What follows belongs to an exercise in optimizing a design on an open flow for small area, a short achievable clock period and few clock cycles; a production flow would make more cautious choices.
In this exercise RTL edits were held to simulation tests only and were not proved equivalent to the original.

==> inputs of job 5270 <==
Design mips_core, start of the top module:
module mips_core (clk, rst, iaddr, idata, daddr, dwr, ddout, ddin);
export LEC_CHECK = 0
export CAP_MARGIN = 20
export CORE_MARGIN = 2
export CORE_UTILIZATION = 40
export SLEW_MARGIN = 20
create_clock -name core_clock -period 12.0 [get_ports {clk}]
standard.sh (not shown) runs the stock make flow with config.mk's settings and CLKGATE_MAP_FILE= SYNTH_SCRIPT=/design/flow/synth_recipe.tcl, a recipe that flattens the netlist after the stock synthesis.
==> flow/flow/run.sh <==
#!/bin/bash
export SETUP_SLACK_MARGIN=8
export TNS_END_PERCENT=10
export CTS_CLUSTER_SIZE=22
export CTS_CLUSTER_DIAMETER=80
export CTS_BUF_LIST="sky130_fd_sc_hd__clkbuf_8 sky130_fd_sc_hd__clkbuf_16"
bash standard.sh > standard.log 2>&1
==> job 1620 (differences from job 5270) <==
--- a/flow/design.v
+++ b/flow/design.v
@@ -6,33 +6,16 @@
 	input  [31:0] idata;
 	output [7:0]  daddr;
 	output [31:0] ddout;
 	input  [31:0] ddin;
 	output        dwr;
 	reg  [9:0]  f_pc;
-	reg  [9:0]  ras;          
-	reg         ras_v;
-	wire [9:0]  f_pc1 = f_pc + 10'd1;
-	wire        f_isJ  = (idata[31:27] == 5'b00001);  
-	wire        f_isRet = ras_v && idata[31:26] == 6'b000000 &&
-	                      idata[25:21] == 5'd31 && idata[5:0] == 6'b001000;  
-	reg  [9:0]  btb_pc;       
-	reg  [9:0]  btb_tgt;
-	reg         btb_v;
-	wire        f_btb  = btb_v && f_pc == btb_pc;
-	wire        f_pred = f_btb || f_isJ || f_isRet;
-	wire [9:0]  f_target = f_btb ? btb_tgt : f_isJ ? idata[9:0] : ras;
+	wire        f_isJ = (idata[31:27] == 5'b00001);  
 	reg  [9:0]  d_pc;
 	reg  [31:0] d_ir;
 	reg         d_valid;
-	reg  [31:1] d_selA;       
-	reg  [31:1] d_selB;
-	reg         d_wA;         
-	reg         d_wB;
-	reg         d_fp;         
-	reg         d_fb;         
 	wire [5:0]  d_op     = d_ir[31:26];
 	wire [4:0]  d_rs     = d_ir[25:21];
 	wire [4:0]  d_rt     = d_ir[20:16];
 	wire [4:0]  d_rd     = d_ir[15:11];
 	wire [5:0]  d_funct  = d_ir[5:0];
 	wire [31:0] d_imm32  = {{16{d_ir[15]}}, d_ir[15:0]};
@@ -56,14 +39,13 @@
 	reg         d_Branch;
 	reg  [2:0]  d_BrType;
 	reg         d_jumpReg;    
 	reg  [31:0] x_A;          
 	reg  [31:0] x_B;          
 	reg  [31:0] x_sd;         
-	reg  [4:0]  x_shL;        
-	reg  [4:0]  x_shR;
+	reg  [4:0]  x_sh;         
 	reg  [1:0]  x_Res;
 	reg         x_Sub;
 	reg  [1:0]  x_Logic;
 	reg  [1:0]  x_Shift;
 	reg         x_Unsigned;
 	reg         x_RegWrite;
@@ -242,47 +224,34 @@
 				d_Lui = 1'b1;
 				d_Res = 2'd2;
 			end
 			default: ;
 		endcase
 	end
+	wire [31:0] rf_A = (d_rs == 5'd0) ? 32'd0 :
+	                   (w_RegWrite && w_regtoWrite == d_rs) ? w_val : RegBank[d_rs];
+	wire [31:0] rf_B = (d_rt == 5'd0) ? 32'd0 :
+	                   (w_RegWrite && w_regtoWrite == d_rt) ? w_val : RegBank[d_rt];
 	always @(posedge clk)
 		if (w_RegWrite && w_regtoWrite != 5'd0)
 			RegBank[w_regtoWrite] <= w_val;
 	wire x_late  = x_MemRead || x_Mul;    
 	wire m_late  = m_MemRead || m_Mul;
 	wire x_hitRs = x_RegWrite && x_regtoWrite != 5'd0 && x_regtoWrite == d_rs;
 	wire x_hitRt = x_RegWrite && x_regtoWrite != 5'd0 && x_regtoWrite == d_rt;
 	wire m_hitRs = m_RegWrite && m_regtoWrite != 5'd0 && m_regtoWrite == d_rs;
 	wire m_hitRt = m_RegWrite && m_regtoWrite != 5'd0 && m_regtoWrite == d_rt;
 	wire stall = d_valid &&
 	             ((d_useRs && ((x_late && x_hitRs) || (m_Mul && m_hitRs))) ||
 	              (d_useRt && ((x_late && x_hitRt) || (m_Mul && m_hitRt))));
-	wire [4:0] n_rs = stall ? d_rs : idata[25:21];    
-	wire [4:0] n_rt = stall ? d_rt : idata[20:16];
-	wire n_wA = m_RegWrite && m_regtoWrite != 5'd0 && m_regtoWrite == n_rs;
-	wire n_wB = m_RegWrite && m_regtoWrite != 5'd0 && m_regtoWrite == n_rt;
-	reg [31:0] rf_A, rf_B;
-	reg [31:1] n_selA, n_selB;
-	integer k;
-	always @(*) begin
-		rf_A = {32{d_wA}} & w_val;
-		rf_B = {32{d_wB}} & w_val;
-		for (k = 1; k < 32; k = k + 1) begin
-			n_selA[k] = (n_rs == k) && !n_wA;
-			n_selB[k] = (n_rt == k) && !n_wB;
-			rf_A = rf_A | ({32{d_selA[k]}} & RegBank[k]);
-			rf_B = rf_B | ({32{d_selB[k]}} & RegBank[k]);
-		end
-	end
 	wire d_cond  = d_Branch && (d_ir[15:0] != 16'd0);
 	wire d_ctrl  = d_cond || d_jumpReg;
-	wire d_defer = (d_useRs && (x_hitRs || m_hitRs)) ||
-	               (d_useRt && (x_hitRt || m_hitRt));
-	wire [31:0] d_regA = rf_A;
-	wire [31:0] d_regB = rf_B;
+	wire d_defer = (d_useRs && (x_hitRs || (m_hitRs && m_late))) ||
+	               (d_useRt && (x_hitRt || (m_hitRt && m_late)));
+	wire [31:0] d_regA = m_hitRs ? m_addr : rf_A;
+	wire [31:0] d_regB = m_hitRt ? m_addr : rf_B;
 	reg taken;
 	always @(*) begin
 		case (d_BrType)
 			3'b000: taken = (d_regA == d_regB);                           
 			3'b001: taken = (d_regA != d_regB);                           
 			3'b010: taken = d_regA[31] || (d_regA == 32'd0);              
@@ -293,12 +262,14 @@
 		endcase
 	end
 	wire [9:0] d_pc1        = d_pc + 10'd1;
 	wire [9:0] branch_value = d_pc1 + d_ir[9:0];
 	wire d_go     = d_valid && !stall;
 	wire d_pred   = d_ir[15];                  
+	wire d_takeB  = d_go && d_cond && (d_defer ? d_pred : taken);
+	wire d_takeR  = d_go && d_jumpReg && !d_defer;
 	wire [31:0] bx = x_B ^ {32{x_Sub}};
 	wire [33:0] sum = {1'b0, x_A, 1'b1} + {1'b0, bx, x_Sub};
 	wire lt = x_Unsigned ? !sum[33] :
 	          (x_A[31] ^ x_B[31]) ? x_A[31] : sum[32];
 	reg [31:0] logicZ;
 	always @(*) begin
@@ -307,14 +278,14 @@
 			2'd1: logicZ = x_A | x_B;
 			2'd2: logicZ = x_A ^ x_B;
 			default: logicZ = ~(x_A | x_B);
 		endcase
 	end
 	wire [63:0] shext = {{32{x_Shift[0] & x_B[31]}}, x_B};
-	wire [31:0] sr    = shext >> x_shR;
-	wire [31:0] sl    = x_B << x_shL;
+	wire [31:0] sr    = shext >> x_sh;
+	wire [31:0] sl    = x_B << x_sh;
 	wire [31:0] shiftZ = x_Shift[1] ? sr : sl;
 	reg [31:0] aluZ;
 	always @(*) begin
 		case (x_Res)
 			2'd0: aluZ = sum[32:1];
 			2'd1: aluZ = logicZ;
@@ -331,30 +302,19 @@
 			3'b011: x_taken = !x_A[31] && (x_A != 32'd0);
 			3'b100: x_taken = x_A[31];
 			3'b101: x_taken = !x_A[31];
 			default: x_taken = 1'b0;
 		endcase
 	end
-	wire x_redirect = x_BrE && (x_jumpReg ? (!x_pred || x_A[9:0] != x_alt) :
-	                                        (x_taken != x_pred));
+	wire x_redirect = x_BrE && (x_jumpReg || (x_taken != x_pred));
 	wire [9:0] x_target = x_jumpReg ? x_A[9:0] : x_alt;
-	wire [9:0] nextF  = f_pred ? f_target : f_pc1;   
-	wire d_early  = !rst && !x_redirect && d_go;
-	wire mBR      = d_early && d_cond && !d_defer;   
-	wire mJR      = d_early && d_jumpReg && !d_defer;  
-	wire jr_go    = !d_fp || d_regA[9:0] != f_pc;
-	wire e_take   = d_go && d_cond && d_defer && !d_fb && d_pred;
-	wire e_untake = d_go && d_fb && !d_cond;       
-	wire [9:0] pcE = rst ? 10'd0 : x_redirect ? x_target : stall ? f_pc :
-	                 e_take ? branch_value : e_untake ? d_pc1 : nextF;
-	wire vE       = !rst && !x_redirect && (stall ? d_valid : !(e_take || e_untake));
-	wire [9:0] pcT = d_fb ? nextF : branch_value;   
-	wire [9:0] pcN = d_fb ? d_pc1 : nextF;          
-	wire [9:0] f_pc_next = mBR ? (taken ? pcT : pcN) :
-	                       mJR ? (jr_go ? d_regA[9:0] : nextF) : pcE;
-	wire d_valid_next = mBR ? (taken == d_fb) : mJR ? !jr_go : vE;
+	wire redirect = d_takeB || d_takeR;
+	wire [9:0] nextPC = x_redirect ? x_target :
+	                    d_takeR    ? d_regA[9:0] :
+	                    d_takeB    ? branch_value :
+	                    f_isJ      ? idata[9:0] : f_pc + 10'd1;
 	wire [31:0] m_ms  = m_mul0 ^ m_mul1 ^ m_mul2;
 	wire [31:0] m_mc  = {((m_mul0 & m_mul1) | (m_mul0 & m_mul2) | (m_mul1 & m_mul2)), 1'b0};
 	wire [31:0] m_res = m_Mul ? m_ms + m_mc : m_addr;
 	wire [31:0] m_val = m_MemRead ? ddin : m_res;
 	wire sA_x  = x_hitRs;
 	wire sA_m  = !x_hitRs && m_hitRs && !m_MemRead;
@@ -487,34 +447,30 @@
 	wire [31:0] mt_c5_0 = {((mt_s4_0 & mt_c4_0) | (mt_s4_0 & mt_s4_1) | (mt_c4_0 & mt_s4_1)), 1'b0};
 	wire [31:0] mt_o0 = mt_s5_0;
 	wire [31:0] mt_o1 = mt_c5_0;
 	wire [31:0] mt_o2 = mt_c4_1;
 	wire d_issue = d_go && !x_redirect;
 	always @(posedge clk) begin
-		f_pc    <= f_pc_next;     
-		d_valid <= d_valid_next;
-	end
-	always @(posedge clk) begin
 		if (rst) begin
-			ras_v      <= 1'b0;
-			btb_v      <= 1'b0;
+			f_pc       <= 10'd0;
+			d_valid    <= 1'b0;
 			x_RegWrite <= 1'b0;
 			x_MemRead  <= 1'b0;
 			x_MemWrite <= 1'b0;
 			x_Mul      <= 1'b0;
 			x_BrE      <= 1'b0;
 			m_RegWrite <= 1'b0;
 			m_MemRead  <= 1'b0;
 			m_MemWrite <= 1'b0;
 			m_Mul      <= 1'b0;
 			w_RegWrite <= 1'b0;
 		end else begin
-			if (d_issue && d_Link && (d_op == 6'b000011 || d_jumpReg))
-				ras_v    <= 1'b1;
-			if (d_issue && d_cond && d_pred)
-				btb_v    <= 1'b1;
+			if (x_redirect || !stall) begin
+				f_pc    <= nextPC;
+				d_valid <= !x_redirect && !redirect;
+			end
 			x_RegWrite   <= d_issue && d_RegWrite;
 			x_MemRead    <= d_issue && d_MemRead;
 			x_MemWrite   <= d_issue && d_MemWrite;
 			x_Mul        <= d_issue && d_Mul;
 			x_BrE        <= d_issue && d_ctrl && d_defer;
 			m_RegWrite   <= x_RegWrite;
@@ -525,42 +481,27 @@
 		end
 	end
 	always @(posedge clk) begin
 		if (!stall) begin
 			d_pc <= f_pc;
 			d_ir <= idata;
-			d_fp <= f_pred;
-			d_fb <= f_btb;
-		end
-		if (d_issue && d_Link && (d_op == 6'b000011 || d_jumpReg))
-			ras <= d_pc1;
-		if (d_issue && d_cond && d_pred) begin
-			btb_pc  <= d_pc;
-			btb_tgt <= branch_value;
 		end
-		d_selA <= n_selA;
-		d_selB <= n_selB;
-		d_wA   <= n_wA;
-		d_wB   <= n_wB;
 		x_A          <= fw_A;
 		x_B          <= op_B;
 		x_sd         <= fw_B;
-		if (d_Res == 2'd2 && !d_Shift[1])
-			x_shL    <= d_ShiftVar ? fw_A[4:0] : (d_Lui || d_Link) ? 5'd0 : d_ir[10:6];
-		if (d_Res == 2'd2 && d_Shift[1])
-			x_shR    <= d_ShiftVar ? fw_A[4:0] : d_ir[10:6];
+		x_sh         <= d_ShiftVar ? fw_A[4:0] : (d_Lui || d_Link) ? 5'd0 : d_ir[10:6];
 		x_Res        <= d_Res;
 		x_Sub        <= d_Sub;
 		x_Logic      <= d_Logic;
 		x_Shift      <= d_Shift;
 		x_Unsigned   <= d_Unsigned;
 		x_regtoWrite <= d_regtoWrite;
 		x_jumpReg    <= d_jumpReg;
 		x_BrType     <= d_BrType;
-		x_pred       <= d_jumpReg ? d_fp : d_pred;
-		x_alt        <= d_jumpReg ? f_pc : d_pred ? d_pc1 : branch_value;
+		x_pred       <= d_pred;
+		x_alt        <= d_pred ? d_pc1 : branch_value;
 		m_addr       <= aluZ;
 		m_din        <= x_sd;
 		m_mul0       <= mt_o0;
 		m_mul1       <= mt_o1;
 		m_mul2       <= mt_o2;
 		m_regtoWrite <= x_regtoWrite;
==> flow/flow/run.sh (replaced) <==
#!/bin/bash
export SETUP_SLACK_MARGIN=7.5
bash standard.sh > standard.log 2>&1
- ABC_CLOCK_PERIOD_IN_PS: default -> 4500
==> job 4958 (differences from job 5270) <==
--- a/flow/design.v
+++ b/flow/design.v
@@ -56,14 +56,13 @@
 	reg         d_Branch;
 	reg  [2:0]  d_BrType;
 	reg         d_jumpReg;    
 	reg  [31:0] x_A;          
 	reg  [31:0] x_B;          
 	reg  [31:0] x_sd;         
-	reg  [4:0]  x_shL;        
-	reg  [4:0]  x_shR;
+	reg  [4:0]  x_sh;         
 	reg  [1:0]  x_Res;
 	reg         x_Sub;
 	reg  [1:0]  x_Logic;
 	reg  [1:0]  x_Shift;
 	reg         x_Unsigned;
 	reg         x_RegWrite;
@@ -307,14 +306,14 @@
 			2'd1: logicZ = x_A | x_B;
 			2'd2: logicZ = x_A ^ x_B;
 			default: logicZ = ~(x_A | x_B);
 		endcase
 	end
 	wire [63:0] shext = {{32{x_Shift[0] & x_B[31]}}, x_B};
-	wire [31:0] sr    = shext >> x_shR;
-	wire [31:0] sl    = x_B << x_shL;
+	wire [31:0] sr    = shext >> x_sh;
+	wire [31:0] sl    = x_B << x_sh;
 	wire [31:0] shiftZ = x_Shift[1] ? sr : sl;
 	reg [31:0] aluZ;
 	always @(*) begin
 		case (x_Res)
 			2'd0: aluZ = sum[32:1];
 			2'd1: aluZ = logicZ;
@@ -541,16 +540,13 @@
 		d_selB <= n_selB;
 		d_wA   <= n_wA;
 		d_wB   <= n_wB;
 		x_A          <= fw_A;
 		x_B          <= op_B;
 		x_sd         <= fw_B;
-		if (d_Res == 2'd2 && !d_Shift[1])
-			x_shL    <= d_ShiftVar ? fw_A[4:0] : (d_Lui || d_Link) ? 5'd0 : d_ir[10:6];
-		if (d_Res == 2'd2 && d_Shift[1])
-			x_shR    <= d_ShiftVar ? fw_A[4:0] : d_ir[10:6];
+		x_sh         <= d_ShiftVar ? fw_A[4:0] : (d_Lui || d_Link) ? 5'd0 : d_ir[10:6];
 		x_Res        <= d_Res;
 		x_Sub        <= d_Sub;
 		x_Logic      <= d_Logic;
 		x_Shift      <= d_Shift;
 		x_Unsigned   <= d_Unsigned;
 		x_regtoWrite <= d_regtoWrite;
==> flow/flow/run.sh (replaced) <==
#!/bin/bash
export SETUP_SLACK_MARGIN=8
export TNS_END_PERCENT=10
export CTS_CLUSTER_SIZE=28
export CTS_CLUSTER_DIAMETER=100
export CTS_BUF_LIST="sky130_fd_sc_hd__clkbuf_4 sky130_fd_sc_hd__clkbuf_8 sky130_fd_sc_hd__clkbuf_16"
bash standard.sh > standard.log 2>&1
==> job 9510 (differences from job 5270) <==
--- a/flow/design.v
+++ b/flow/design.v
@@ -56,14 +56,13 @@
 	reg         d_Branch;
 	reg  [2:0]  d_BrType;
 	reg         d_jumpReg;    
 	reg  [31:0] x_A;          
 	reg  [31:0] x_B;          
 	reg  [31:0] x_sd;         
-	reg  [4:0]  x_shL;        
-	reg  [4:0]  x_shR;
+	reg  [4:0]  x_sh;         
 	reg  [1:0]  x_Res;
 	reg         x_Sub;
 	reg  [1:0]  x_Logic;
 	reg  [1:0]  x_Shift;
 	reg         x_Unsigned;
 	reg         x_RegWrite;
@@ -307,14 +306,14 @@
 			2'd1: logicZ = x_A | x_B;
 			2'd2: logicZ = x_A ^ x_B;
 			default: logicZ = ~(x_A | x_B);
 		endcase
 	end
 	wire [63:0] shext = {{32{x_Shift[0] & x_B[31]}}, x_B};
-	wire [31:0] sr    = shext >> x_shR;
-	wire [31:0] sl    = x_B << x_shL;
+	wire [31:0] sr    = shext >> x_sh;
+	wire [31:0] sl    = x_B << x_sh;
 	wire [31:0] shiftZ = x_Shift[1] ? sr : sl;
 	reg [31:0] aluZ;
 	always @(*) begin
 		case (x_Res)
 			2'd0: aluZ = sum[32:1];
 			2'd1: aluZ = logicZ;
@@ -541,16 +540,13 @@
 		d_selB <= n_selB;
 		d_wA   <= n_wA;
 		d_wB   <= n_wB;
 		x_A          <= fw_A;
 		x_B          <= op_B;
 		x_sd         <= fw_B;
-		if (d_Res == 2'd2 && !d_Shift[1])
-			x_shL    <= d_ShiftVar ? fw_A[4:0] : (d_Lui || d_Link) ? 5'd0 : d_ir[10:6];
-		if (d_Res == 2'd2 && d_Shift[1])
-			x_shR    <= d_ShiftVar ? fw_A[4:0] : d_ir[10:6];
+		x_sh         <= d_ShiftVar ? fw_A[4:0] : (d_Lui || d_Link) ? 5'd0 : d_ir[10:6];
 		x_Res        <= d_Res;
 		x_Sub        <= d_Sub;
 		x_Logic      <= d_Logic;
 		x_Shift      <= d_Shift;
 		x_Unsigned   <= d_Unsigned;
 		x_regtoWrite <= d_regtoWrite;
==> flow/flow/run.sh (replaced) <==
#!/bin/bash
export SETUP_SLACK_MARGIN=8
export TNS_END_PERCENT=10
bash standard.sh > standard.log 2>&1
==> notes <==
Count of clock-buffer cells in the layout, lowest first: job 4958, job 5270, job 1620, job 9510.
In job 5270 the global-route usage is higher than in job 9510, by 0.87 points.
The highest critical path depth belongs to job 1620, the lowest to job 5270.
Sequential cell count: job 5270 is higher than job 4958 (5).
The lowest register-to-register slack belongs to job 1620, the highest to job 4958.
Testbench counts of job 5270, summed over its fixed seeds: cycles 22,972.
Testbench counts of job 1620, summed over its fixed seeds: cycles 23,936.
Testbench counts of job 4958, summed over its fixed seeds: cycles 22,972.
Testbench counts of job 9510, summed over its fixed seeds: cycles 22,972.

==> static timing again, ports no longer ideal <==
Ports are ideal in the flow. The routed layouts listed here were re-timed in OpenROAD.
Step 1, drivers: a clkbuf_16 drives clk and a buf_2 each remaining input, both assumed.
Step 2 also shifts input and output timing later by t, the mid clock arrival at the registers, as if the neighbouring blocks saw the same clock.
Slacks: ideal / step 1 / step 2; pairs: ideal / step 1.
run	t, ns	slack for setup (ns)	latest minus earliest clock arrival (ns)	worst data-port slew with drivers (ns)	pins driven straight from the clock port
job 5270	0.884	7.471 / 7.471 / 6.978	0.075 / 0.074	0.08	1
job 1620	0.935	7.045 / 7.045 / 6.780	0.072 / 0.072	0.07	1
job 4958	0.857	7.517 / 7.517 / 7.068	0.087 / 0.087	0.12	1
job 9510	0.913	7.493 / 7.493 / 7.027	0.076 / 0.076	0.13	1
After both steps setup and hold are still met in every run listed. The setup slack of job 5270, which loses most, moves by 0.000 ns with the drivers and by -0.493 ns with both steps.
